This design comes from an exercise in tuning for small area, a short achievable clock period and few clock cycles on the open sky130 flow, not from production work. In this exercise RTL edits were held to simulation tests only and were not proved equivalent to the original. The clock port is modelled as an ideal driver; clocking choices that lean on that would not hold on a real chip. Power is estimated from default activity; no workload was simulated.

==> flow/design.v (excerpt) <==
module CHIP(clk,
            rst_n,
            mem_wen_D,
            mem_addr_D,
            mem_wdata_D,
            mem_rdata_D,
            mem_addr_I,
            mem_rdata_I
    );
    input         clk, rst_n ;
    output        mem_wen_D  ;
    output [31:0] mem_addr_D ;
    output [31:0] mem_wdata_D;
    input  [31:0] mem_rdata_D;
    output [31:0] mem_addr_I ;
    input  [31:0] mem_rdata_I;
    reg  [31:2] pc;
    reg         ex_valid, ex_replay;
    reg         fa_m, fa_w, fa_r, fb_m, fb_w, fb_r;
    reg         sa_m, sa_w, sa_r, sa_p, sb_m, sb_w, sb_r, sb_i;
    reg  [4:0]  ex_rd;
    reg         ex_wb, ex_sub, ex_cin, ex_ld, ex_st, ex_beq, ex_jalr, ex_mul, ex_xor, ex_slt, ex_lnk, ex_pred;
    reg  [31:0] ex_immv;       
    reg  [31:0] opA, opB;
    reg  [31:2] ex_pc;
    reg  [31:0] mS, mC;
    reg         mul_fin;
    reg         m_wb, m_ld, m_st;
    reg  [4:0]  m_rd;
    reg  [31:0] m_res, m_sdata;
    reg  [31:0] w_res;         
    reg  [31:0] rf [1:31];
    reg  [31:1] rfv;           
    wire [31:0] inst = mem_rdata_I;
    wire [4:0]  rs1 = inst[19:15];
    wire [4:0]  rs2 = inst[24:20];
    wire [4:0]  rd  = inst[11:7];
    wire i_opimm = ~inst[6] & ~inst[5] &  inst[4] & ~inst[2];
    wire i_op    = ~inst[6] &  inst[5] &  inst[4];
    wire i_load  = ~inst[6] & ~inst[5] & ~inst[4];
    wire i_store = ~inst[6] &  inst[5] & ~inst[4];
    wire i_auipc = ~inst[6] &  inst[4] &  inst[2];
    wire i_beq   =  inst[6] & ~inst[2];
    wire i_jalr  =  inst[6] &  inst[2] & ~inst[3];
    wire i_jal   =  inst[6] &  inst[3];
    wire i_slti  = i_opimm & inst[13];
    wire i_mul   = i_op & inst[25];
    wire i_xor   = i_op & inst[14];
    wire i_sub   = i_op & inst[30];
    wire [31:0] immI = {{20{inst[31]}}, inst[31:20]};
  ...
Settings: LEC_CHECK=0, CAP_MARGIN=20, CORE_MARGIN=2, CORE_UTILIZATION=40, PLACE_DENSITY=0.5, SETUP_SLACK_MARGIN=5.0, SLEW_MARGIN=20, TNS_END_PERCENT=25; clock period 10.0 ns.
standard.sh (not shown) runs the stock make flow with config.mk's settings and CLKGATE_MAP_FILE= SYNTH_SCRIPT=/design/flow/synth_recipe.tcl, a recipe that flattens the netlist after the stock synthesis.
==> flow/flow/run.sh <==
#!/bin/bash
set -euo pipefail
bash standard.sh 'BUFFER_PORTS_ARGS=-buffer_cell sky130_fd_sc_hd__buf_2' SETUP_SLACK_MARGIN=6.2 finish > standard.log 2>&1
The baseline ran to the end with no violations.
Testbench counts at the start, summed over its fixed seeds: cycles 38,303.
Then changed:
- CORE_UTILIZATION: 40 -> 45
- PLACE_DENSITY: 0.5 -> 0.55
- TNS_END_PERCENT: 25 -> 5
The changed run finished with timing, DRC and antenna clean.
Clock-buffer cell count drops by 12.
Clock power increases by 5.0%.
Die area went down by 11%.
Setup slack degrades by 0.14 ns.
Wire length fell by 4.1%.
Design area drops by 3.7%.
Utilization came out higher by 3.9 points.
Then changed:
==> flow/flow/run.sh (replaced) <==
#!/bin/bash
set -euo pipefail
bash standard.sh 'BUFFER_PORTS_ARGS=-buffer_cell sky130_fd_sc_hd__buf_4' SETUP_SLACK_MARGIN=6.2 finish > standard.log 2>&1
- CORE_UTILIZATION: 45 -> 40
- PLACE_DENSITY: 0.55 -> 0.5
Effect: Final area barely changes; hold slack gets worse by 0.040 ns; total power shrinks slightly; worst setup slack gains 0.066 ns; flip-flop and latch count does not change; wire length is higher by a few percent; utilization decreases by 5.6 points.

========
CHIP again, from the RTL that the note above started with.
==> flow/config.mk <==
export PLATFORM = sky130hd
export DESIGN_NAME = CHIP
export DESIGN_NICKNAME = CHIP
export VERILOG_FILES = /design/flow/design.v
export SDC_FILE = /design/flow/constraint.sdc
export NUM_CORES = 4
export LEC_CHECK = 0
export CAP_MARGIN = 20
export CORE_MARGIN = 2
export CORE_UTILIZATION = 40
export PLACE_DENSITY = 0.5
export SETUP_SLACK_MARGIN = 5.0
export SLEW_MARGIN = 20
export TNS_END_PERCENT = 5
==> flow/constraint.sdc <==
create_clock -name core_clock -period 10.0 [get_ports {clk}]
set_input_delay 2.0000 -clock core_clock [delete_from_list [all_inputs] [get_ports {clk}]]
set_output_delay 2.0000 -clock core_clock [all_outputs]
set_load 0.01 [all_outputs]
==> flow/flow/run.sh <==
#!/bin/bash
set -euo pipefail
bash standard.sh 'BUFFER_PORTS_ARGS=-buffer_cell sky130_fd_sc_hd__buf_2' SETUP_SLACK_MARGIN=6.2 \
  "PRE_GLOBAL_ROUTE_TCL=$PWD/flow/rc.tcl" finish > standard.log 2>&1
==> flow/flow/rc.tcl <==
set k 1.2
set_layer_rc -layer li1  -capacitance [expr {$k*1.499e-04}]   -resistance [expr {$k*7.176e-02}]
set_layer_rc -layer met1 -capacitance [expr {$k*1.72375E-04}] -resistance [expr {$k*8.929e-04}]
set_layer_rc -layer met2 -capacitance [expr {$k*1.36233E-04}] -resistance [expr {$k*8.929e-04}]
set_layer_rc -layer met3 -capacitance [expr {$k*2.14962E-04}] -resistance [expr {$k*1.567e-04}]
set_layer_rc -layer met4 -capacitance [expr {$k*1.48128E-04}] -resistance [expr {$k*1.567e-04}]
set_layer_rc -layer met5 -capacitance [expr {$k*1.54087E-04}] -resistance [expr {$k*1.781e-05}]
set_wire_rc -signal -layer met1
set_wire_rc -clock -layer met3
Testbench counts at the start, summed over its fixed seeds: cycles 38,303.
Change:
==> flow/flow/run.sh (replaced) <==
#!/bin/bash
set -euo pipefail
bash standard.sh 'BUFFER_PORTS_ARGS=-buffer_cell sky130_fd_sc_hd__buf_2' SETUP_SLACK_MARGIN=6.2 \
  "PRE_GLOBAL_ROUTE_TCL=$PWD/flow/rc.tcl" "PRE_CTS_TCL=$PWD/flow/rc.tcl" finish > standard.log 2>&1
Synthesized cell count stays the same.
Clock-buffer cell count climbs by 28.
Via count rises by 1.3%.
Core utilization climbs by 0.54 points.
Combinational power hardly moves.
Cell area rises by 1.1%.
Final cell count climbs by 0.94%.
Power rose by 1.4%.
Wire length went up by 0.76%.
Change:
==> flow/flow/run.sh (replaced) <==
#!/bin/bash
set -euo pipefail
bash standard.sh 'BUFFER_PORTS_ARGS=-buffer_cell sky130_fd_sc_hd__buf_2' SETUP_SLACK_MARGIN=6.2 finish > standard.log 2>&1
--- a/flow/config.mk
+++ b/flow/config.mk
@@ -10,2 +10,4 @@
 export CORE_UTILIZATION = 40
+export CTS_CLUSTER_DIAMETER = 80
+export CTS_CLUSTER_SIZE = 20
 export PLACE_DENSITY = 0.5
removed: flow/flow/rc.tcl
Outcome:
- The new run finished with timing, DRC and antenna clean
- core utilization goes down by 2.5 points
- routed wire length shrinks slightly
- cell area decreases by a few percent
- non-clock buffer count falls by 98
- worst setup slack got worse by 130 ps
- critical path depth went down by 1
- maximum frequency goes down by a few percent
Change:
==> flow/flow/run.sh (replaced) <==
#!/bin/bash
set -euo pipefail
bash standard.sh 'BUFFER_PORTS_ARGS=-buffer_cell sky130_fd_sc_hd__buf_2' SETUP_SLACK_MARGIN=6.2 \
  "PRE_GLOBAL_ROUTE_TCL=$PWD/flow/rc.tcl" finish > standard.log 2>&1
==> flow/flow/rc.tcl (new file) <==
set k 1.3
set_layer_rc -layer li1  -capacitance [expr {$k*1.499e-04}]   -resistance [expr {$k*7.176e-02}]
set_layer_rc -layer met1 -capacitance [expr {$k*1.72375E-04}] -resistance [expr {$k*8.929e-04}]
set_layer_rc -layer met2 -capacitance [expr {$k*1.36233E-04}] -resistance [expr {$k*8.929e-04}]
set_layer_rc -layer met3 -capacitance [expr {$k*2.14962E-04}] -resistance [expr {$k*1.567e-04}]
set_layer_rc -layer met4 -capacitance [expr {$k*1.48128E-04}] -resistance [expr {$k*1.567e-04}]
set_layer_rc -layer met5 -capacitance [expr {$k*1.54087E-04}] -resistance [expr {$k*1.781e-05}]
set_wire_rc -signal -layer met1
set_wire_rc -clock -layer met3
--- a/flow/config.mk
+++ b/flow/config.mk
@@ -10,4 +10,2 @@
 export CORE_UTILIZATION = 40
-export CTS_CLUSTER_DIAMETER = 80
-export CTS_CLUSTER_SIZE = 20
 export PLACE_DENSITY = 0.5
After rerunning: Routed wire length came out higher by 0.62%. Area after synthesis does not change. First-iteration DRC count stays flat. Sequential power hardly moves. Setup slack gets better by 150 ps. Sequential cell count stays the same. Total power came out higher by 8.4%. Via count came out higher by 1.8%.

========
Another version of the RTL of CHIP (not shown whole).
For scale: about 5500 cells after synthesis, roughly 160 I/O pins, about 0.066 sq mm of cells after synthesis.
clock: 10.0 ns
lec_check: 0
cap_margin: 20
core_margin: 2
core_utilization: 40
cts_buf_list: sky130_fd_sc_hd__clkbuf_8
place_density: 0.5
setup_slack_margin: 5.0
slew_margin: 20
tns_end_percent: 5
==> flow/flow/run.sh <==
#!/bin/bash
set -euo pipefail
bash standard.sh 'BUFFER_PORTS_ARGS=-buffer_cell sky130_fd_sc_hd__buf_2' SETUP_SLACK_MARGIN=6.2 finish > standard.log 2>&1
Testbench counts at the start, summed over its fixed seeds: cycles 39,055.
Then changed:
CTS_BUF_LIST = not set   (was sky130_fd_sc_hd__clkbuf_8)
The new run went through all stages and came out clean.
Non-clock buffer count decreases by 12.
Via count falls slightly.
Synthesized area stays the same.
Maximum frequency is about the same.
Power goes up by a few percent.
Clock power came out higher by roughly a tenth.
Cell count went down slightly.

========
RTL: one of the versions met above, not the one the previous note started from.
Size in the first run: about 5,500 cells after synthesis, ~1,400 flip-flops.
==> flow/config.mk <==
export PLATFORM = sky130hd
export DESIGN_NAME = CHIP
export DESIGN_NICKNAME = CHIP
export VERILOG_FILES = /design/flow/design.v
export SDC_FILE = /design/flow/constraint.sdc
export NUM_CORES = 4
export LEC_CHECK = 0
export CAP_MARGIN = 20
export CORE_MARGIN = 2
export CORE_UTILIZATION = 40
export PLACE_DENSITY = 0.5
export SETUP_SLACK_MARGIN = 5.0
export SLEW_MARGIN = 20
export TNS_END_PERCENT = 5
==> flow/constraint.sdc <==
create_clock -name core_clock -period 10.0 [get_ports {clk}]
set_input_delay 2.0000 -clock core_clock [delete_from_list [all_inputs] [get_ports {clk}]]
set_output_delay 2.0000 -clock core_clock [all_outputs]
set_load 0.01 [all_outputs]
==> flow/flow/run.sh <==
#!/bin/bash
set -euo pipefail
bash standard.sh 'BUFFER_PORTS_ARGS=-buffer_cell sky130_fd_sc_hd__buf_2' SETUP_SLACK_MARGIN=6.2 \
  "PRE_GLOBAL_ROUTE_TCL=$PWD/flow/rc.tcl" finish > standard.log 2>&1
==> flow/flow/rc.tcl <==
set k 1.1
set_layer_rc -layer li1  -capacitance [expr {$k*1.499e-04}]   -resistance [expr {$k*7.176e-02}]
set_layer_rc -layer met1 -capacitance [expr {$k*1.72375E-04}] -resistance [expr {$k*8.929e-04}]
set_layer_rc -layer met2 -capacitance [expr {$k*1.36233E-04}] -resistance [expr {$k*8.929e-04}]
set_layer_rc -layer met3 -capacitance [expr {$k*2.14962E-04}] -resistance [expr {$k*1.567e-04}]
set_layer_rc -layer met4 -capacitance [expr {$k*1.48128E-04}] -resistance [expr {$k*1.567e-04}]
set_layer_rc -layer met5 -capacitance [expr {$k*1.54087E-04}] -resistance [expr {$k*1.781e-05}]
set_wire_rc -signal -layer met1
set_wire_rc -clock -layer met3
The first run completed without violations.
Testbench counts at the start, summed over its fixed seeds: cycles 38,303.
Edit:
==> flow/flow/run.sh (replaced) <==
#!/bin/bash
set -euo pipefail
bash standard.sh 'BUFFER_PORTS_ARGS=-buffer_cell sky130_fd_sc_hd__buf_2' SETUP_SLACK_MARGIN=6.2 finish > standard.log 2>&1
removed: flow/flow/rc.tcl
After rerunning:
- cell area went down by a few percent
- core utilization went down by 1.2 points
- setup slack loses 0.092 ns
- worst hold slack is about the same
- total power went down slightly

========
## main
CHIP, a different RTL version from the one above (not shown whole).
Size in the first run: about 1400 flip-flops, ~66000 sq um of cells after synthesis.
Design CHIP, start of the top module:
module CHIP(clk,
            rst_n,
            mem_wen_D,
            mem_addr_D,
            mem_wdata_D,
            mem_rdata_D,
            mem_addr_I,
            mem_rdata_I
    );
clock: 10.0 ns
lec_check: 0
cap_margin: 20
core_margin: 2
core_utilization: 40
place_density: 0.5
setup_slack_margin: 5.0
slew_margin: 20
run.sh (not shown) runs the stock make flow with config.mk's settings and CLKGATE_MAP_FILE= SYNTH_SCRIPT=/design/flow/synth_recipe.tcl, a recipe that flattens the netlist after the stock synthesis.
Stock flow here: none of the scripts above is used.
Testbench counts of main, summed over its fixed seeds: cycles 39,055.
Input-level comparison between the feature branch and main:
- TNS_END_PERCENT newly set to 5
==> flow/flow/run.sh (new file) <==
#!/bin/bash
set -euo pipefail
bash standard.sh SETUP_SLACK_MARGIN=6.2 finish > standard.log 2>&1
==> flow/standard.sh (new file) <==
#!/bin/bash
# synth_recipe.tcl (not shown) runs the flow's synth.tcl, then flattens the netlist and writes it again
# the make line also repeats each setting of config.mk as NAME=value (left out here)
make -C /OpenROAD-flow-scripts/flow DESIGN_CONFIG=/design/flow/config.mk WORK_HOME=/design/flow/orfs CLKGATE_MAP_FILE= SYNTH_SCRIPT=/design/flow/synth_recipe.tcl "${@:-finish}"
removed: flow/run.sh
Notes after the runs:
Relative contribution of combinational cells to total power delta for the feature branch relative to main: 2.8 points higher
The feature branch — minimum hold slack 31 ps higher, main as reference
The feature branch vs main — routing usage on met2 rose 1.4 points.
Going from main to the feature branch, clock power shrank slightly.
From main to the feature branch the numbers moved as follows: cell depth of the worst setup path up 10; total power shows an increase of 960 uW; worst voltage drop across the vdd grid has decreased; static leakage up 6.2%; critical path's largest stage delay went down 220 ps.

## afterwards: timing with drivers on the ports
No port has a modelled driver above. Below, the same layouts with a new extraction and two added sets of constraints.
Step 1 sets driving cells, clkbuf_16 on the clock port and buf_2 on the other inputs (assumed; they add their load-dependent delay and slew).
Step 2 times the ports against the registers' clock, not the clock port: input delays grow and output delays shrink by t, the midpoint of the rising clock arrivals with the driver on.
Slacks: no drivers / after step 1 / after step 2; pairs: no drivers / after step 1.
| run | t (ns) | setup slack, ns | worst data-port slew with drivers (ns) |
|---|---|---|---|
| the first run of note 1 | 0.882 | 5.576 / 5.634 / 4.752 | 0.10 |
| the second run of note 1 | 0.895 | 5.438 / 5.501 / 4.607 | 0.10 |
| the third run of note 1 | 0.892 | 5.504 / 5.568 / 4.676 | 0.07 |
| the first run of note 2 | 0.907 | 5.659 / 5.659 / 4.894 | 0.13 |
| the second run of note 2 | 0.909 | 5.614 / 5.684 / 4.775 | 0.09 |
| the third run of note 2 | 0.839 | 5.488 / 5.550 / 4.710 | 0.09 |
| the fourth run of note 2 | 0.903 | 5.639 / 5.639 / 4.871 | 0.08 |
| the first run of note 3 | 1.050 | 5.387 / 5.438 / 4.387 | 0.09 |
| the second run of note 3 | 0.860 | 5.391 / 5.453 / 4.593 | 0.09 |
| the first run of note 4 | 0.909 | 5.671 / 5.671 / 4.895 | 0.08 |
| the second run of note 4 | 0.901 | 5.579 / 5.642 / 4.743 | 0.08 |
| main | 0.874 | 4.825 / 4.899 / 4.025 | 0.07 |
| the feature branch | 0.879 | 5.581 / 5.581 / 4.835 | 0.06 |
After both steps every run listed still meets setup and hold. For the first run of note 3, which loses most, drivers alone change the setup slack by +0.051 ns; drivers and shift together by -1.000 ns.
